This design comes from an exercise in tuning for small area and a short achievable clock period on the open sky130 flow, not from production work.
Function was checked by simulation only, so behaviour that the tests miss may differ from the original.
Power figures rest on the tool's default switching activity, not on a simulated workload.

## flow/design.v (module list and top-level ports; edited modules follow where they fit)
// module c_aoi21: 3 lines
// module c_oai21: 3 lines
// module c_nand2: 3 lines
// module c_nor2: 3 lines
// module c_inv: 3 lines
// module c_xor2: 3 lines
// module c_xnor2: 3 lines
// module c_mux2i: 3 lines
// module c_nand3b: 3 lines
// module c_nand2b: 3 lines
// module c_o22ai: 3 lines
// module c_mux2: 3 lines
// module c_nand3: 3 lines
// module alu_front0: 8 lines
// module alu_and64: 3 lines
// module ALU: 1578 lines
// module ALU_CU: 9 lines
// module Control_Unit: 14 lines
// module c_aoi222: 3 lines
// module c_nand4: 3 lines
// module rd_h2: 3 lines
// module c_or3: 3 lines
// module rdmux: 13 lines
// module wdbit: 3 lines
// module wdbit_hi: 3 lines
// module pcn_bit: 3 lines
// module pc_add: 18 lines
// module Datapath: 76 lines
module Datapath(Clk,Instruction,zero,PCNow,PCNext4,Reset,NewPC,Jump,PCWrite,writedataa,readdata1,readdata2,
	DMemAddress,DMemWrite,DMemRead,DMemReadData);
  // ...
==> flow/flow/run.sh <==
#!/bin/bash
# The standard layout with two changes to how it is made (the clock,
# SDC and design are unchanged):
#  - ports are buffered with buf_1 instead of the delay buffer buffer_ports
#    picks by default (the resizer upsizes the ones that need it);
#  - repair_timing is asked for 48 ns of setup slack, so the input-to-output
#    paths get sized and buffered for speed instead of being left at 0 margin.
set -euo pipefail
bash standard.sh \
  "BUFFER_PORTS_ARGS=-buffer_cell sky130_fd_sc_hd__buf_1" \
  SETUP_SLACK_MARGIN=48 \
  finish > standard.log 2>&1
==> flow/standard.sh <==
#!/bin/bash
# synth_recipe.tcl (not shown) runs the flow's synth.tcl, then flattens the netlist and writes it again
# the make line also repeats each setting of config.mk as NAME=value (left out here)
make -C /OpenROAD-flow-scripts/flow DESIGN_CONFIG=/design/flow/config.mk WORK_HOME=/design/flow/orfs CLKGATE_MAP_FILE= SYNTH_SCRIPT=/design/flow/synth_recipe.tcl "${@:-finish}"
==> flow/config.mk <==
export PLATFORM = sky130hd
export DESIGN_NAME = Datapath
export DESIGN_NICKNAME = Datapath
export VERILOG_FILES = /design/flow/design.v
export SDC_FILE = /design/flow/constraint.sdc
export NUM_CORES = 4
export LEC_CHECK = 0
export CAP_MARGIN = 20
export CORE_MARGIN = 2
export CORE_UTILIZATION = 45
export CTS_BUF_LIST = sky130_fd_sc_hd__clkbuf_16
export CTS_CLUSTER_DIAMETER = 100
export CTS_CLUSTER_SIZE = 25
export SLEW_MARGIN = 20
export SYNTH_HIERARCHICAL = 1
==> flow/constraint.sdc <==
create_clock -name core_clock -period 90.0 [get_ports {Clk}]
set_input_delay 18.0000 -clock core_clock [delete_from_list [all_inputs] [get_ports {Clk}]]
set_output_delay 18.0000 -clock core_clock [all_outputs]
set_load 0.01 [all_outputs]
==> key figures, run 1 <==
Timing
  – Final period util: 46.8%
  – Hold_ws: 0.605 ns
  – Sum of negative setup slack: 0 ns
  – Fmax: 23.7 MHz
  – Final Critical Period: 42.12 ns

Cells and area
  – Fraction of area in multi-input gates: 29.7%
  – Non-clk bufs: 806
  – Layout clock buffer count: 101
  – Fillcell total: 17240
  – Fin area: 0.105 mm^2
  – Area Growth Syn to Fin: 12.7%
  – Antenna Cells: 22
  – Biggest register: rf
  – Max reg flops: 2048

Status
  – Status: no timing/DRC/antenna violations

Setup path
  – CP required: 72.00 ns
  – Worst Setup SP: Instruction[23]
  – FF-to-FF End: pc[63]

Clock network
  – TritonCTS clock tree: yes
  – Post-CTS Hold Buffers: 0
  – Post-CTS Resized: 83
  – CTS Sinks: 2112

Min path
  – Hold path endpoint: pc[55]

Global route
  – Antenna violations before repair: 32
  – Gr busiest metal: met2

Power and ir drop
  – Clk pwr: 531 uW
  – Comb pwr share: 21.6%

Run
  – Max-cap violations: 0

Synthesis
  – Mapped cell area: 0.0930 mm^2
  – Fraction of registers with async set/reset: 0%
  – Adder-cell share of the synthesized area: 2.15%

Placement
  – Placed inst area: 0.101 mm^2
  – Dpl hpwl: 260000 um
  – GPL Wtd Cong: 1.01
  – Port bufs: 518

Drt
  – Total wire length: 428000 um

Die
  – Die Y: 459 um
==> run 2: changes to the inputs <==
--- a/flow/config.mk
+++ b/flow/config.mk
@@ -9,3 +9,3 @@
 export CORE_MARGIN = 2
-export CORE_UTILIZATION = 45
+export CORE_UTILIZATION = 55
 export CTS_BUF_LIST = sky130_fd_sc_hd__clkbuf_16
==> key figures, run 2 <==
Status
  – Status: no timing/DRC/antenna violations (unchanged)

Global route
  – Total track usage: 47.3% (was 39.0%)
  – Global-route wire length before repair: 566000 um (was 569000 um)
  – Antenna violations before repair: 25 (was 32)
  – Grt total ovfl: 0 (unchanged)
  – Number of global-route vias before repair: 71401 (was 71158)
  – Largest net degree at the start of global routing: 101 (was 127)

Setup path
  – Arrival time worst endpoint: 24.16 ns (was 24.12 ns)
  – CP Max Fanout: 40 (was 33)
  – Setup crit end kind: primary output (unchanged)
  – Setup crit start kind: input port (unchanged)
  – CP required: 72.00 ns (about the same)
  – Setup CP Type: input port to primary output (unchanged)

Placement
  – Dpl hpwl: 245000 um (was 260000 um)
  – Port bufs: 518 (unchanged)
  – Placed cells: 8864 (was 9364)
  – GPL Wtd Cong: 1.02 (was 1.01)

Clock network
  – Longest Clk Path Bufs: 3 (unchanged)
  – Root Buffer: clkbuf_16 (unchanged)
  – H-Tree Depth: 3 (unchanged)
  – Worst-path clk slew: 0.11 ns (was 0.09 ns)
  – TritonCTS clock tree: yes (unchanged)
  – CTS Sinks: 2112 (unchanged)
  – CTS Buf Count: 96 (was 100)
  – Post-CTS Hold Buffers: 0 (unchanged)
  – Clock latency on the worst-skew pair: 0.81 ns (was 0.83 ns)

Synthesis
  – Mapped cell area: 0.0930 mm^2 (unchanged)
  – Commonest cells post-synth: edfxtp_1, a222oi_1, nor2_1 (unchanged)
  – Most used flip-flop cell after synthesis: edfxtp_1 (unchanged)
  – Synth area leader: edfxtp_1 (unchanged)
  – Largest cells by area after synthesis: edfxtp_1, a222oi_1, nand4_1 (unchanged)
  – Yosys warning count: 7 (unchanged)
  – Syn avg cell area: 15.7 um^2 (unchanged)
  – Mapped Cells: 5935 (unchanged)
  – Post-synthesis sequential area ratio: 67.5% (unchanged)
  – Netlist cell types: 51 (unchanged)
  – Post-synth EDFFs: 2048 (unchanged)
  – Seq cells post-synth: 2112 (unchanged)
  – Top-count cell post-synth: edfxtp_1 (unchanged)
  – Fraction of registers with async set/reset: 0% (unchanged)
  – Syn_nets: 6190 (unchanged)
  – Yosys top cell area share: 66.1% (unchanged)

Cells and area
  – Commonest non-fill, non-tap cells in the layout: edfxtp_1, a222oi_1, buf_1 (unchanged)
  – Area Growth Syn to Fin: 11.6% (was 12.7%)
  – Biggest register: rf (unchanged)
  – Commonest non-fill, non-tap cell in the layout: edfxtp_1 (unchanged)
  – Max reg flops: 2048 (unchanged)
  – Total Nets Final: 7023 (was 7072)
  – Non-Filler Instances: 9021 (was 9551)
  – Share of post-route cells with drive strength above 1: 10.3% (was 11.1%)
  – Biggest regs: rf: 2048 flops, pc: 64 flops (unchanged)

Timing
  – Slew headroom: 9.57% (was 16.4%)
  – Final period util: 46.8% (about the same)
  – Sum of negative setup slack: 0 ns (unchanged)
  – Least-Margin Pin Slew: 1.36 ns (was 1.25 ns)
  – Hold_ws: 0.592 ns (was 0.605 ns)
  – RSZ-0062 raised after global routing: true (unchanged)
  – Fmax: 23.7 MHz (about the same)
  – Final setup fails: 0 (unchanged)
  – Fin Clk Skew: 0.0472 ns (was 0.0494 ns)
  – Final Critical Period: 42.16 ns (was 42.12 ns)
  – Final Hold Fails: 0 (unchanged)
  – Pins Over Slew Limit: 0 (unchanged)

Die
  – Die X: 415 um (was 459 um)
  – I/O pin count: 519 (unchanged)
  – Core area: 0.168 mm^2 (was 0.205 mm^2)
  – Die Y: 415 um (was 459 um)
  – Row count: 150 (was 166)
  – Starting Density: 55.5% (was 45.4%)
  – Die area: 0.172 mm^2 (was 0.210 mm^2)

Drt
  – Total wire length: 424000 um (was 428000 um)
  – Post-route ant nets: 0 (unchanged)
  – Pre-antenna DRT Iters: 17 (was 13)
  – Vias per Instance: 8.59 (was 7.99)
  – Via Count: 77495 (was 76320)
  – DRT iter0 DRCs: 23358 (was 20960)
  – Wirelength per Cell: 47.1 um (was 44.8 um)
  – DRC errors left: 0 (unchanged)

Power and ir drop
  – Maximum vdd drop: 0.0000211 V (was 0.0000206 V)
  – Pwr/cell area: 20.4 mW/mm^2 (was 20.5 mW/mm^2)
  – Leak: 0.0320 uW (was 0.0322 uW)

Min path
  – Hold Path Class: register to register (unchanged)

Run
  – Max-cap violations: 0 (unchanged)
run 2: cell counts after synthesis:
No cell type changed its count.
run 2: final cells by class:
cell class / instances / area [um^2]
clock inverters: 24 / 200
flip-flops and latches: 2112 / 62800
well taps: 2204 / 2760
repair buffers: 761 / 4180
clock buffers: 99 / 2480
multi-input cells: 3776 / 31300
diodes: 24 / 60.1
inverters: 21 / 81.3
fillers: 12660 / 63800
run 2: final timing paths:
path | startpoint | endpoint | slack (ns) | cells after the start
hold / removal | pc[28] | pc[28] | 0.59 | 2
setup / recovery | Instruction[20] | writedataa[61] | 47.84 | 20
setup reg to reg | pc[1] | pc[63] | 66.01 | 65
hold reg to reg | pc[28] | pc[28] | 0.59 | 2
run 2: per-layer routing:
layer	vias up	GRT usage, %	share of wire, %
li1	28954	-	-
met3	1940	18.3	18
met1	37864	59.7	32
met2	8713	67.5	42
met4	24	32.2	8.5
met5	-	0.278	0.036
run 2: what timing repair did:
item,in CTS,in global routing
setup endpoints to repair,113,74
pin swaps,7,2
cloned,1,0
resized for setup,47,43
buffers inserted,7,1
run 2: power breakdown:
group | total, uW | leakage [uW] | switching, uW | internal (uW)
combinational | 449 | 0.0113 | 339 | 110
clock | 513 | 0.00136 | 312 | 201
sequential | 1150 | 0.0193 | 5.87 | 1150
total | 2120 | 0.0320 | 657 | 1460
run 2: Yosys stat by module (local to each module, per instance), excerpt:
module     flops+latches  cell area [um^2]
ALU_CU                 0              18.8
alu_and64              0               134
c_aoi222               0              10.0
c_inv                  0              3.75
c_mux2                 0              15.0
c_nand2                0              3.75
c_nand4                0              6.26
c_o22ai                0              6.26
c_oai21                0              5.00
rd_h2                  0              12.5
wdbit_hi               0              6.26
run 2: critical path: stages:
cell and delay [ns]:
buf_1 0.29, nand2b_2 0.52, nor2_4 0.06, buf_4 0.32
buf_4 0.47, a222oi_1 0.53, nand4_1 0.36, or3_1 0.52
mux2_4 0.31, nor2_1 0.09, o21ai_1 0.30, a21oi_2 0.10
o21ai_1 0.28, a21oi_2 0.11, o21ai_2 0.40, a21oi_2 0.20
o21ai_1 0.35, xor2_4 0.48, and2_1 0.20, buf_1 0.16
run 2: kinds of logic after synthesis:
| group | Yosys count | share of synthesized area [%] |
|---|---|---|
| mux | 131 | 1.76 |
| flops | 2112 | 67.5 |
| simple gates | 1493 | 8.64 |
| xor+xnor | 218 | 2.07 |
| fa+ha+maj | 123 | 2.15 |
| buf+inv | 48 | 0.258 |
| compound gates | 1810 | 17.6 |
run 2: per-stage QoR:
step	total power [uW]	setup slack, ns	cell area (um^2)	utilization, %
global route	2150	47.88	104000	61.9
finish	2120	47.84	104000	61.9
CTS	2090	47.94	103000	61.7
detailed placement	1590	46.32	101000	60.0
global placement	1590	46.31	101000	60.0
floorplan	1400	47.74	93100	-
==> run 3: changes to the inputs <==
--- a/flow/flow/run.sh
+++ b/flow/flow/run.sh
@@ -5,3 +5,3 @@
 #    picks by default (the resizer upsizes the ones that need it);
-#  - repair_timing is asked for 48 ns of setup slack, so the input-to-output
+#  - repair_timing is asked for 49 ns of setup slack, so the input-to-output
 #    paths get sized and buffered for speed instead of being left at 0 margin.
@@ -10,3 +10,3 @@
   "BUFFER_PORTS_ARGS=-buffer_cell sky130_fd_sc_hd__buf_1" \
-  SETUP_SLACK_MARGIN=48 \
+  SETUP_SLACK_MARGIN=49 \
   finish > standard.log 2>&1
--- a/flow/config.mk
+++ b/flow/config.mk
@@ -9,3 +9,3 @@
 export CORE_MARGIN = 2
-export CORE_UTILIZATION = 55
+export CORE_UTILIZATION = 45
 export CTS_BUF_LIST = sky130_fd_sc_hd__clkbuf_16
==> key figures, run 3 <==
Setup path
  – Setup crit end kind: primary output (unchanged)
  – CP bufs+invs: 4 (unchanged)
  – CP max-delay cell: nor2_2 (was a222oi_1)
  – CP cell instances: clkbuf_4 > nand3b_1 > buf_4 > buf_4 > nor2_2 > a222oi_1 > nand4_1 > or3_1 > mux2_4 > xnor2_1 > o22ai_1 > xnor2_1 > nand4_1 > nor4_2 > and4_4 > buf_1 (was buf_1 > nand2b_2 > nor2_4 > buf_4 > buf_4 > a222oi_1 > nand4_1 > or3_1 > mux2_4 > nor2_1 > o21ai_1 > a21oi_2 > o21ai_1 > a21oi_2 > o21ai_2 > a21oi_2 > o21ai_1 > xor2_4 > and2_1 > buf_1)
  – CP Max Fanout: 10 (was 40)
  – CP required: 72.00 ns (about the same)
  – Worst Setup SP: Instruction[22] (was Instruction[20])
  – CP delay by family, top: simple AND/OR/NAND/NOR gates (was compound AO/OA/AOI/OAI gates)
  – RR Startpoint: pc[1] (unchanged)
  – Arrival time worst endpoint: 23.22 ns (was 24.16 ns)
  – Setup CP Type: input port to primary output (unchanged)
  – Max stage delay on crit path: 0.85 ns (was 0.53 ns)
  – Setup crit start kind: input port (unchanged)

Clock network
  – Longest Clk Path Bufs: 3 (unchanged)
  – Clock latency on the worst-skew pair: 0.84 ns (was 0.81 ns)
  – H-Tree Depth: 3 (unchanged)
  – Post-CTS Hold Buffers: 0 (unchanged)
  – Worst-path clk slew: 0.09 ns (was 0.11 ns)
  – TritonCTS clock tree: yes (unchanged)
  – Root Buffer: clkbuf_16 (unchanged)
  – CTS Sinks: 2112 (unchanged)
  – CTS Buf Count: 101 (was 96)

Drt
  – DRT iter0 DRCs: 22391 (was 23358)
  – Total wire length: 441000 um (was 424000 um)
  – Pre-antenna DRT Iters: 14 (was 17)
  – Vias per Instance: 8.03 (was 8.59)
  – Via Count: 77565 (was 77495)
  – DRC errors left: 0 (unchanged)
  – Wirelength per Cell: 45.6 um (was 47.1 um)
  – Post-route ant nets: 0 (unchanged)

Cells and area
  – Max reg flops: 2048 (unchanged)
  – Biggest register: rf (unchanged)
  – Commonest non-fill, non-tap cell in the layout: edfxtp_1 (unchanged)
  – Fillcell total: 16902 (was 12660)
  – Biggest regs: rf: 2048 flops, pc: 64 flops (unchanged)
  – Share of post-route cells with drive strength above 1: 16.5% (was 10.3%)
  – Total Nets Final: 7164 (was 7023)
  – Area Growth Syn to Fin: 16.1% (was 11.6%)
  – Commonest non-fill, non-tap cells in the layout: edfxtp_1, a222oi_1, buf_1 (unchanged)

Global route
  – Met2 global-route usage: 56.7% (was 67.5%)
  – Grt met1 use: 49.9% (was 59.7%)
  – Number of global-route vias before repair: 71371 (was 71401)
  – Grt total ovfl: 0 (unchanged)
  – Global-route wire length before repair: 580000 um (was 566000 um)
  – Gr busiest metal: met2 (unchanged)
  – Antenna violations before repair: 49 (was 25)
  – Total track usage: 39.7% (was 47.3%)
  – Largest net degree at the start of global routing: 121 (was 101)
  – Routing usage on met3: 16.4% (was 18.3%)

Timing
  – Final Critical Period: 41.22 ns (was 42.16 ns)
  – Pins Over Slew Limit: 0 (unchanged)
  – Final period util: 45.8% (was 46.8%)
  – Least-Margin Pin Slew: 1.24 ns (was 1.36 ns)
  – Slew headroom: 17.3% (was 9.57%)
  – RSZ-0062 raised after global routing: true (unchanged)
  – Final Hold Fails: 0 (unchanged)
  – Fin Clk Skew: 0.0595 ns (was 0.0472 ns)
  – Fmax: 24.3 MHz (was 23.7 MHz)
  – Sum of negative setup slack: 0 ns (unchanged)
  – Final setup fails: 0 (unchanged)

Power and ir drop
  – Maximum vdd drop: 0.0000169 V (was 0.0000211 V)
  – Pwr Total: 2220 uW (was 2120 uW)
  – Leak: 0.0331 uW (was 0.0320 uW)
  – Pwr/cell area: 20.5 mW/mm^2 (was 20.4 mW/mm^2)

Synthesis
  – Netlist cell types: 51 (unchanged)
  – Seq cells post-synth: 2112 (unchanged)
  – Post-synthesis sequential area ratio: 67.5% (unchanged)
  – Fraction of registers with async set/reset: 0% (unchanged)
  – Mapped cell area: 0.0930 mm^2 (unchanged)
  – Yosys top cell area share: 66.1% (unchanged)
  – Post-synth EDFFs: 2048 (unchanged)
  – Mapped Cells: 5935 (unchanged)
  – Yosys warning count: 7 (unchanged)
  – Synth area leader: edfxtp_1 (unchanged)
  – Top-count cell post-synth: edfxtp_1 (unchanged)
  – Largest cells by area after synthesis: edfxtp_1, a222oi_1, nand4_1 (unchanged)
  – Syn_nets: 6190 (unchanged)
  – Most used flip-flop cell after synthesis: edfxtp_1 (unchanged)
  – Syn avg cell area: 15.7 um^2 (unchanged)
  – Commonest cells post-synth: edfxtp_1, a222oi_1, nor2_1 (unchanged)

Die
  – Die X: 459 um (was 415 um)
  – Core area: 0.205 mm^2 (was 0.168 mm^2)
  – Die area: 0.210 mm^2 (was 0.172 mm^2)
  – Die Y: 459 um (was 415 um)
  – I/O pin count: 519 (unchanged)
  – Starting Density: 45.4% (was 55.5%)
  – Row count: 166 (was 150)

Run
  – Max-cap violations: 0 (unchanged)

Min path
  – Hold Path Class: register to register (unchanged)
  – Hold Startpoint: pc[57] (was pc[28])

Placement
  – Port bufs: 518 (unchanged)
  – Dpl hpwl: 259000 um (was 245000 um)
  – GPL Wtd Cong: 1.00 (was 1.02)

Status
  – Status: no timing/DRC/antenna violations (unchanged)
## run 3: cell counts after synthesis
No cell type changed its count.
## run 3: logic make-up after synthesis
family / Yosys count / share of synthesized area, %
flops: 2112 / 67.5
compound gates: 1810 / 17.6
simple gates: 1493 / 8.64
xor+xnor: 218 / 2.07
mux: 131 / 1.76
fa+ha+maj: 123 / 2.15
buf+inv: 48 / 0.258
## run 3: area by class of cell
cell class                 count  area, um^2  area share [%]
inverter                      21        83.8          0.0776
clock inverter                25         290           0.269
multi-input combinational   3786       32900            30.4
tap                         2688        3360            3.11
antenna                       41         103          0.0950
timing repair buffer         887        5930            5.49
clock buffer                 103        2580            2.39
sequential                  2112       62800            58.1
## run 3: per-stage QoR
step | util [%] | hold WS, ns | cells | instance area (um^2) | worst slack, ns
6_report | 52.7 | 0.601 | 9663 | 108000 | 48.78
5_1_grt | 52.6 | 0.637 | 9635 | 108000 | 48.86
4_1_cts | 51.9 | 0.595 | 9562 | 106000 | 49.00
3_5_place_dp | 49.4 | 0.581 | 9342 | 101000 | 45.93
3_3_place_gp | 49.3 | 0.563 | 9341 | 101000 | 45.95
2_1_floorplan | - | 0.571 | 5935 | 93600 | 47.75
## run 3: worst paths after layout
check / depth (start not counted) / endpoint / slack, ns
max: 16 / zero / 48.78
max reg2reg: 65 / pc[63] / 66.71
min reg2reg: 2 / pc[57] / 0.60
min: 2 / pc[57] / 0.60
## run 3: timing repair
action,CTS,global route
pin swaps,78,92
gates cloned,13,12
buffers inserted,79,46
resized for setup,347,182
endpoints found under the setup margin,134,106
## run 3: worst register-to-register path, delay by kind of cell (launching register included)
kind | cells | cell delay (ns)
adder cells (fa/ha/maj) | 62 | 22.06
AO/OA/AOI/OAI | 1 | 0.11
flip-flops | 1 | 0.44
multiplexers | 1 | 0.14
XOR/XNOR | 1 | 0.36
## run 3: report_power, final
part           internal (uW)  switching [uW]  leakage [uW]
sequential              1150            6.12        0.0193
clock                    211             325       0.00141
combinational            145             379        0.0124
total                   1510             710        0.0331
## run 3: metal layers
metal / up-vias / share of wire [%]
li1: 29281 / -
met3: 1525 / 18
met1: 38705 / 33
met4: 20 / 7.7
met5: - / 0.12
met2: 8034 / 42
## run 3: per-module statistics from Yosys, one instance, submodules excluded, excerpt
module / flops+latches / times used / cells / area, um^2
rd_h2: 0 / 128 / 2 / 12.5
c_xor2: 0 / 47 / 1 / 8.76
alu_front0: 0 / 1 / 11 / 85.1
wdbit: 0 / 64 / 3 / 12.5
pc_add: 0 / 1 / 128 / 2040
c_xnor2: 0 / 142 / 1 / 8.76
c_nand4: 0 / 256 / 1 / 6.26
Datapath: 2112 / 1 / 2317 / 63800
c_mux2: 0 / 63 / 1 / 15.0
c_o22ai: 0 / 63 / 1 / 6.26
==> module Datapath, before the edit <==
module Datapath(Clk,Instruction,zero,PCNow,PCNext4,Reset,NewPC,Jump,PCWrite,writedataa,readdata1,readdata2,
	DMemAddress,DMemWrite,DMemRead,DMemReadData);
    input         Clk;
    input         Reset, Jump, PCWrite;
    input  [63:0] NewPC;
    output [63:0] writedataa, readdata1, readdata2;
    output [63:0] PCNext4, PCNow;
    input  [31:0] Instruction;
    output        zero;
    output [63:0] DMemAddress;
    output        DMemWrite, DMemRead;
    input  [31:0] DMemReadData;
    wire [6:0] opc = Instruction[6:0];
    wire [4:0] rs1 = Instruction[19:15];
    wire [4:0] rs2 = Instruction[24:20];
    wire [4:0] rd  = Instruction[11:7];
    wire Branch, MemRead, MemToReg, MemWrite, ALUSrc, RegWrite;
    wire [1:0] ALUOp;
    Control_Unit cu(opc, Branch, MemRead, ALUOp, MemToReg, MemWrite, ALUSrc, RegWrite);
    wire [2:0] Operation;
    ALU_CU alucu(Operation, Instruction[14:12], Instruction[30], ALUOp);
    wire sub     = Operation[2];
    wire sel_sum = Operation[1] & (Operation[2] | ~Operation[0]);
    wire sel_and = ~Operation[2] & ~Operation[1] & ~Operation[0];
    wire sel_or  = ~Operation[2] & ~Operation[1] &  Operation[0];
    wire isI = (opc == 7'b0010011) | (opc == 7'b0000011);
    wire isB = (opc == 7'b1100011);
    wire isS = (opc == 7'b0100011);
    wire [11:0] imm12 = isB ? {Instruction[31], Instruction[7], Instruction[30:25], Instruction[11:8]} :
                        isS ? {Instruction[31:25], Instruction[11:7]} :
                        isI ? Instruction[31:20] : 12'd0;
    wire immsign = (isI | isB | isS) & Instruction[31];
    wire [63:0] imm = {{52{immsign}}, imm12};
    wire [63:0] wd_rf;
    reg [63:0] rf [0:31];
    always @(posedge Clk)
        if (RegWrite) rf[rd] <= wd_rf;
    wire [31:0] s1, s2;
    genvar k, b;
    generate for (k = 0; k < 32; k = k + 1) begin : dec
        assign s1[k] = rs1 == k;
        assign s2[k] = rs2 == k;
    end endgenerate
    generate for (b = 0; b < 64; b = b + 1) begin : rbit
        wire [31:0] col;
        for (k = 0; k < 32; k = k + 1) begin : c
            assign col[k] = rf[k][b];
        end
        rdmux m1(readdata1[b], s1, col);
        rdmux m2(readdata2[b], s2, col);
    end endgenerate
    wire [63:0] alu_res;
    ALU alu(alu_res, zero, readdata1, readdata2, imm12, immsign, ALUSrc, sub, sel_sum, sel_and, sel_or);
    assign DMemAddress = alu_res;
    assign DMemWrite   = MemWrite;
    assign DMemRead    = MemRead;
    generate for (b = 0; b < 32; b = b + 1) begin : wdb
        wdbit wp(writedataa[b], alu_res[b], MemToReg, MemRead, DMemReadData[b]);
        wdbit wr(wd_rf[b],      alu_res[b], MemToReg, MemRead, DMemReadData[b]);
    end endgenerate
    generate for (b = 32; b < 64; b = b + 1) begin : wdbh
        wdbit_hi wp(writedataa[b], alu_res[b], MemToReg);
        wdbit_hi wr(wd_rf[b],      alu_res[b], MemToReg);
    end endgenerate
    reg  [63:0] pc;
    wire [63:0] pcbr;
    assign PCNow = pc;
    pc_add pca(PCNext4, pcbr, pc, imm[11:0], immsign);
    wire [63:0] pcn;
    wire take = zero & Branch;
    generate for (b = 0; b < 64; b = b + 1) begin : pcb
        pcn_bit u(pcn[b], pc[b], PCNext4[b], pcbr[b], NewPC[b], take, Jump, Reset, PCWrite);
    end endgenerate
    always @(posedge Clk)
        pc <= pcn;
endmodule
==> run 4: changes to the inputs <==
--- a/flow/design.v
+++ b/flow/design.v
@@ -1663,2 +1663,21 @@
 endmodule
+module rdec(output [31:0] sl, output [31:0] sh, input [4:0] a);
+    wire [4:0] an;
+    wire [3:0] lon;
+    wire [7:0] hin;
+    genvar j;
+    generate for (j = 0; j < 5; j = j + 1) begin : iv
+        c_inv u(an[j], a[j]);
+    end
+    for (j = 0; j < 4; j = j + 1) begin : lo
+        c_nand2 u(lon[j], j[0] ? a[0] : an[0], j[1] ? a[1] : an[1]);
+    end
+    for (j = 0; j < 8; j = j + 1) begin : hi
+        c_nand3 u(hin[j], j[0] ? a[2] : an[2], j[1] ? a[3] : an[3], j[2] ? a[4] : an[4]);
+    end
+    for (j = 0; j < 32; j = j + 1) begin : fin
+        c_nor2 ul(sl[j], lon[j % 4], hin[j / 4]);
+        c_nor2 uh(sh[j], lon[j % 4], hin[j / 4]);
+    end endgenerate
+endmodule
 module rdmux(output y, input [31:0] s, input [31:0] r);
@@ -1740,8 +1759,6 @@
         if (RegWrite) rf[rd] <= wd_rf;
-    wire [31:0] s1, s2;
+    wire [31:0] s1l, s1h, s2l, s2h;
+    rdec d1(s1l, s1h, rs1);
+    rdec d2(s2l, s2h, rs2);
     genvar k, b;
-    generate for (k = 0; k < 32; k = k + 1) begin : dec
-        assign s1[k] = rs1 == k;
-        assign s2[k] = rs2 == k;
-    end endgenerate
     generate for (b = 0; b < 64; b = b + 1) begin : rbit
@@ -1751,4 +1768,9 @@
         end
-        rdmux m1(readdata1[b], s1, col);
-        rdmux m2(readdata2[b], s2, col);
+        if (b < 32) begin : lo
+            rdmux m1(readdata1[b], s1l, col);
+            rdmux m2(readdata2[b], s2l, col);
+        end else begin : hi
+            rdmux m1(readdata1[b], s1h, col);
+            rdmux m2(readdata2[b], s2h, col);
+        end
     end endgenerate
==> key figures, run 4 <==
Clock network
  – Worst-path clk slew: 0.10 ns (was 0.09 ns)
  – Root Buffer: clkbuf_16 (unchanged)
  – TritonCTS clock tree: yes (unchanged)
  – CTS Sinks: 2112 (unchanged)
  – CTS Buf Count: 99 (was 101)
  – H-Tree Depth: 3 (unchanged)
  – Longest Clk Path Bufs: 3 (unchanged)
  – Post-CTS Hold Buffers: 0 (unchanged)
  – Clock latency on the worst-skew pair: 0.85 ns (was 0.84 ns)

Timing
  – Fmax: 24.2 MHz (was 24.3 MHz)
  – Slew headroom: 14.6% (was 17.3%)
  – Fin Clk Skew: 0.0682 ns (was 0.0595 ns)
  – Least-Margin Pin Slew: 1.28 ns (was 1.24 ns)
  – Final period util: 45.8% (about the same)
  – Sum of negative setup slack: 0 ns (unchanged)
  – RSZ-0062 raised after global routing: true (unchanged)
  – Final Hold Fails: 0 (unchanged)
  – Hold_ws: 0.590 ns (was 0.601 ns)
  – Pins Over Slew Limit: 0 (unchanged)
  – Final Critical Period: 41.25 ns (was 41.22 ns)
  – Final setup fails: 0 (unchanged)

Cells and area
  – Commonest non-fill, non-tap cell in the layout: edfxtp_1 (unchanged)
  – Commonest non-fill, non-tap cells in the layout: edfxtp_1, a222oi_1, buf_1 (unchanged)
  – Non-Filler Instances: 9739 (was 9663)
  – Max reg flops: 2048 (unchanged)
  – Area Growth Syn to Fin: 16.3% (was 16.1%)
  – Biggest register: rf (unchanged)
  – Biggest regs: rf: 2048 flops, pc: 64 flops (unchanged)
  – Share of post-route cells with drive strength above 1: 17.0% (was 16.5%)
  – Total Nets Final: 7246 (was 7164)

Setup path
  – CP Max Fanout: 16 (was 10)
  – Arrival time worst endpoint: 23.25 ns (was 23.22 ns)
  – R2R depth: 65 (unchanged)
  – CP required: 72.00 ns (about the same)
  – R2r setup slk: 66.71 ns (about the same)
  – RR Startpoint: pc[1] (unchanged)
  – Setup crit start kind: input port (unchanged)
  – Setup CP Type: input port to primary output (unchanged)
  – Max stage delay on crit path: 0.69 ns (was 0.85 ns)
  – FF-to-FF End: pc[63] (unchanged)
  – Setup crit end kind: primary output (unchanged)
  – CP max-delay cell: nand4_1 (was nor2_2)
  – Crit-path most repeated cell: nand4_1
  – CP cell instances: buf_8 > clkinvlp_4 > nand3_4 > buf_4 > nor2_4 > buf_12 > a222oi_1 > nand4_1 > or3_4 > mux2_4 > xnor2_2 > o22ai_2 > xnor2_1 > nand4_1 > nor4_4 > and4_4 > buf_6 (was clkbuf_4 > nand3b_1 > buf_4 > buf_4 > nor2_2 > a222oi_1 > nand4_1 > or3_1 > mux2_4 > xnor2_1 > o22ai_1 > xnor2_1 > nand4_1 > nor4_2 > and4_4 > buf_1)

Synthesis
  – Post-synthesis sequential area ratio: 67.4% (was 67.5%)
  – Mapped cell area: 0.0932 mm^2 (was 0.0930 mm^2)
  – Post-synth EDFFs: 2048 (unchanged)
  – Syn avg cell area: 15.5 um^2 (was 15.7 um^2)
  – Commonest cells post-synth: edfxtp_1, a222oi_1, nor2_1 (unchanged)
  – Seq cells post-synth: 2112 (unchanged)
  – Yosys top cell area share: 66.0% (was 66.1%)
  – Fraction of registers with async set/reset: 0% (unchanged)
  – Top-count cell post-synth: edfxtp_1 (unchanged)
  – Most used flip-flop cell after synthesis: edfxtp_1 (unchanged)
  – Mapped Cells: 5995 (was 5935)
  – Syn_nets: 6250 (was 6190)
  – Netlist cell types: 52 (was 51)
  – Largest cells by area after synthesis: edfxtp_1, a222oi_1, nand4_1 (unchanged)
  – Synth area leader: edfxtp_1 (unchanged)
  – Yosys warning count: 7 (unchanged)

Global route
  – Antenna violations before repair: 29 (was 49)
  – Largest net degree at the start of global routing: 105 (was 121)
  – Total track usage: 37.9% (was 39.7%)
  – Number of global-route vias before repair: 70706 (was 71371)
  – Global-route wire length before repair: 560000 um (was 580000 um)
  – Grt total ovfl: 0 (unchanged)

Drt
  – Post-route ant nets: 0 (unchanged)
  – Pre-antenna DRT Iters: 17 (was 14)
  – DRT iter0 DRCs: 20607 (was 22391)
  – Vias per Instance: 7.82 (was 8.03)
  – Wirelength per Cell: 43.0 um (was 45.6 um)
  – Total wire length: 418000 um (was 441000 um)
  – Via Count: 76149 (was 77565)
  – DRC errors left: 0 (unchanged)

Min path
  – Hold Path Class: register to register (unchanged)
  – Hold path endpoint: pc[19] (was pc[57])
  – Hold Startpoint: pc[19] (was pc[57])
  – WHS Path Cells: 2 (unchanged)

Status
  – Status: no timing/DRC/antenna violations (unchanged)

Die
  – I/O pin count: 519 (unchanged)
  – Starting Density: 45.1% (was 45.4%)
  – Core area: 0.206 mm^2 (was 0.205 mm^2)
  – Die Y: 459 um (about the same)
  – Die area: 0.211 mm^2 (was 0.210 mm^2)
  – Row count: 167 (was 166)
  – Die X: 459 um (about the same)

Run
  – Max-cap violations: 0 (unchanged)

Placement
  – GPL Wtd Cong: 1.02 (was 1.00)
  – Port bufs: 518 (unchanged)
  – Placed cells: 9445 (was 9342)
  – Dpl hpwl: 256000 um (was 259000 um)

Power and ir drop
  – Leak: 0.0332 uW (was 0.0331 uW)
  – Pwr/cell area: 20.2 mW/mm^2 (was 20.5 mW/mm^2)
  – Maximum vdd drop: 0.0000189 V (was 0.0000169 V)
## run 4: cell count changes in the layout (fill, tap and decap cells not counted), sizes merged, moves of 13 or more
cell	previous run	this run
clkbuf	126	113
diode	41	15
nor2	319	370
nand3	195	209
buf	862	897
## run 4: per-stage QoR
stage	instance area, um^2	worst slack [ns]	total power, uW	utilization, %
after floorplan	93300	49.03	1400	-
after global placement	102000	47.15	1610	49.4
after detailed placement	102000	47.11	1610	49.4
after CTS	107000	48.98	2140	51.6
after global routing	108000	48.85	2230	52.5
final	108000	48.75	2190	52.5
## run 4: worst max-delay path: cells and delay by family
family / cells / cell delay (ns)
xor+xnor: 2 / 0.29
compound gates: 2 / 0.66
mux: 1 / 0.35
simple gates: 7 / 3.14
buf+inv: 5 / 0.75
## run 4: how the worst max path moves through the flow
stage                    startpoint              to  slack [ns]  cells past startpoint
CTS                 Instruction[21]  writedataa[47]       48.98                     22
global route         Instruction[6]          pc[63]       48.85                     69
detailed placement  Instruction[22]  writedataa[25]       47.11                     22
global placement    Instruction[22]  writedataa[25]       47.15                     22
finish              Instruction[24]            zero       48.75                     17
floorplan            Instruction[6]          pc[63]       49.03                     69
## run 4: area by class of cell
type	instances	area (um^2)
inverters	31	146
clock inverters	29	337
diodes	15	37.5
clock buffers	101	2530
flip-flops and latches	2112	62800
fillers	17065	98100
multi-input cells	3838	33500
repair buffers	909	5650
well taps	2704	3380
## run 4: report_power, final
part	switching, uW	internal [uW]
Clock	319	210
Sequential	5.82	1150
Combinational	369	137
Total	694	1500
## run 4: kinds of logic (layout without fill, tap and decap cells)
| logic type | after synthesis | in the layout | share of synthesized area [%] |
|---|---|---|---|
| DFF | 2112 | 2112 | 67.4 |
| AOI/OAI and AO/OA | 1813 | 1813 | 17.6 |
| and+or+nand+nor | 1550 | 1553 | 8.80 |
| xor gates and xnor gates | 218 | 218 | 2.06 |
| muxes | 131 | 131 | 1.75 |
| adders and majority gates | 123 | 123 | 2.14 |
| buffers and inverters | 48 | 1070 | 0.254 |
| other | 0 | 15 | 0 |
## run 4: repair_timing
item,4_1_cts,5_1_grt
setup buffers,62,78
pin swaps,61,133
gates resized for setup,230,232
cloned,3,4
setup endpoints to repair,127,108
## run 4: metal layers
metal / global-route usage, % / part of all wire [%]
met5: 0 / 0.032
met4: 23.3 / 7.7
met3: 13.6 / 16
met2: 56.1 / 43
met1: 47.6 / 33
## run 4: modules after synthesis, one instance, submodules excluded, excerpt
module	times used	area (um^2)
ALU_CU	1	18.8
Control_Unit	1	58.8
Datapath	1	63300
alu_and64	1	134
c_aoi21	72	8.76
c_inv	26	3.75
c_nand2	123	3.75
c_nand4	256	6.26
c_nor2	324	3.75
c_xnor2	142	8.76
pcn_bit	64	42.5
wdbit	64	12.5

what the ideal ports hide:
Ports are ideal in the flow. The routed layouts listed here were re-timed in OpenROAD.
Step 1: set_driving_cell puts a clkbuf_16 on Clk and a buf_2 on each other input, an assumption about the parent block.
Step 2 adds t to the input delays and takes it off the output delays; t is the mean of the earliest and latest rising clock arrival at the registers after step 1. Input paths then give back, and output paths get back, about the clock's delay inside the block.
Three values: ideal, step 1, step 2; two values: the first two.
run | t (ns) | setup slack, ns | hold slack, ns | worst setup path after step 2 | worst register clock-pin slew, ns
run 1 | 0.897 | 47.876 / 47.737 / 47.517 | 0.605 / 0.605 / 0.605 | input to register | 0.12 / 0.12
run 2 | 0.873 | 47.843 / 47.794 / 47.583 | 0.592 / 0.592 / 0.592 | input to register | 0.11 / 0.11
run 3 | 0.904 | 48.778 / 48.600 / 48.385 | 0.601 / 0.601 / 0.601 | input to register | 0.11 / 0.11
run 4 | 0.897 | 48.749 / 48.697 / 48.338 | 0.590 / 0.590 / 0.590 | input to register | 0.11 / 0.11
After both steps every run listed still meets setup and hold. The setup slack of run 4, which loses most, moves by -0.052 ns with the drivers and by -0.411 ns with both steps.
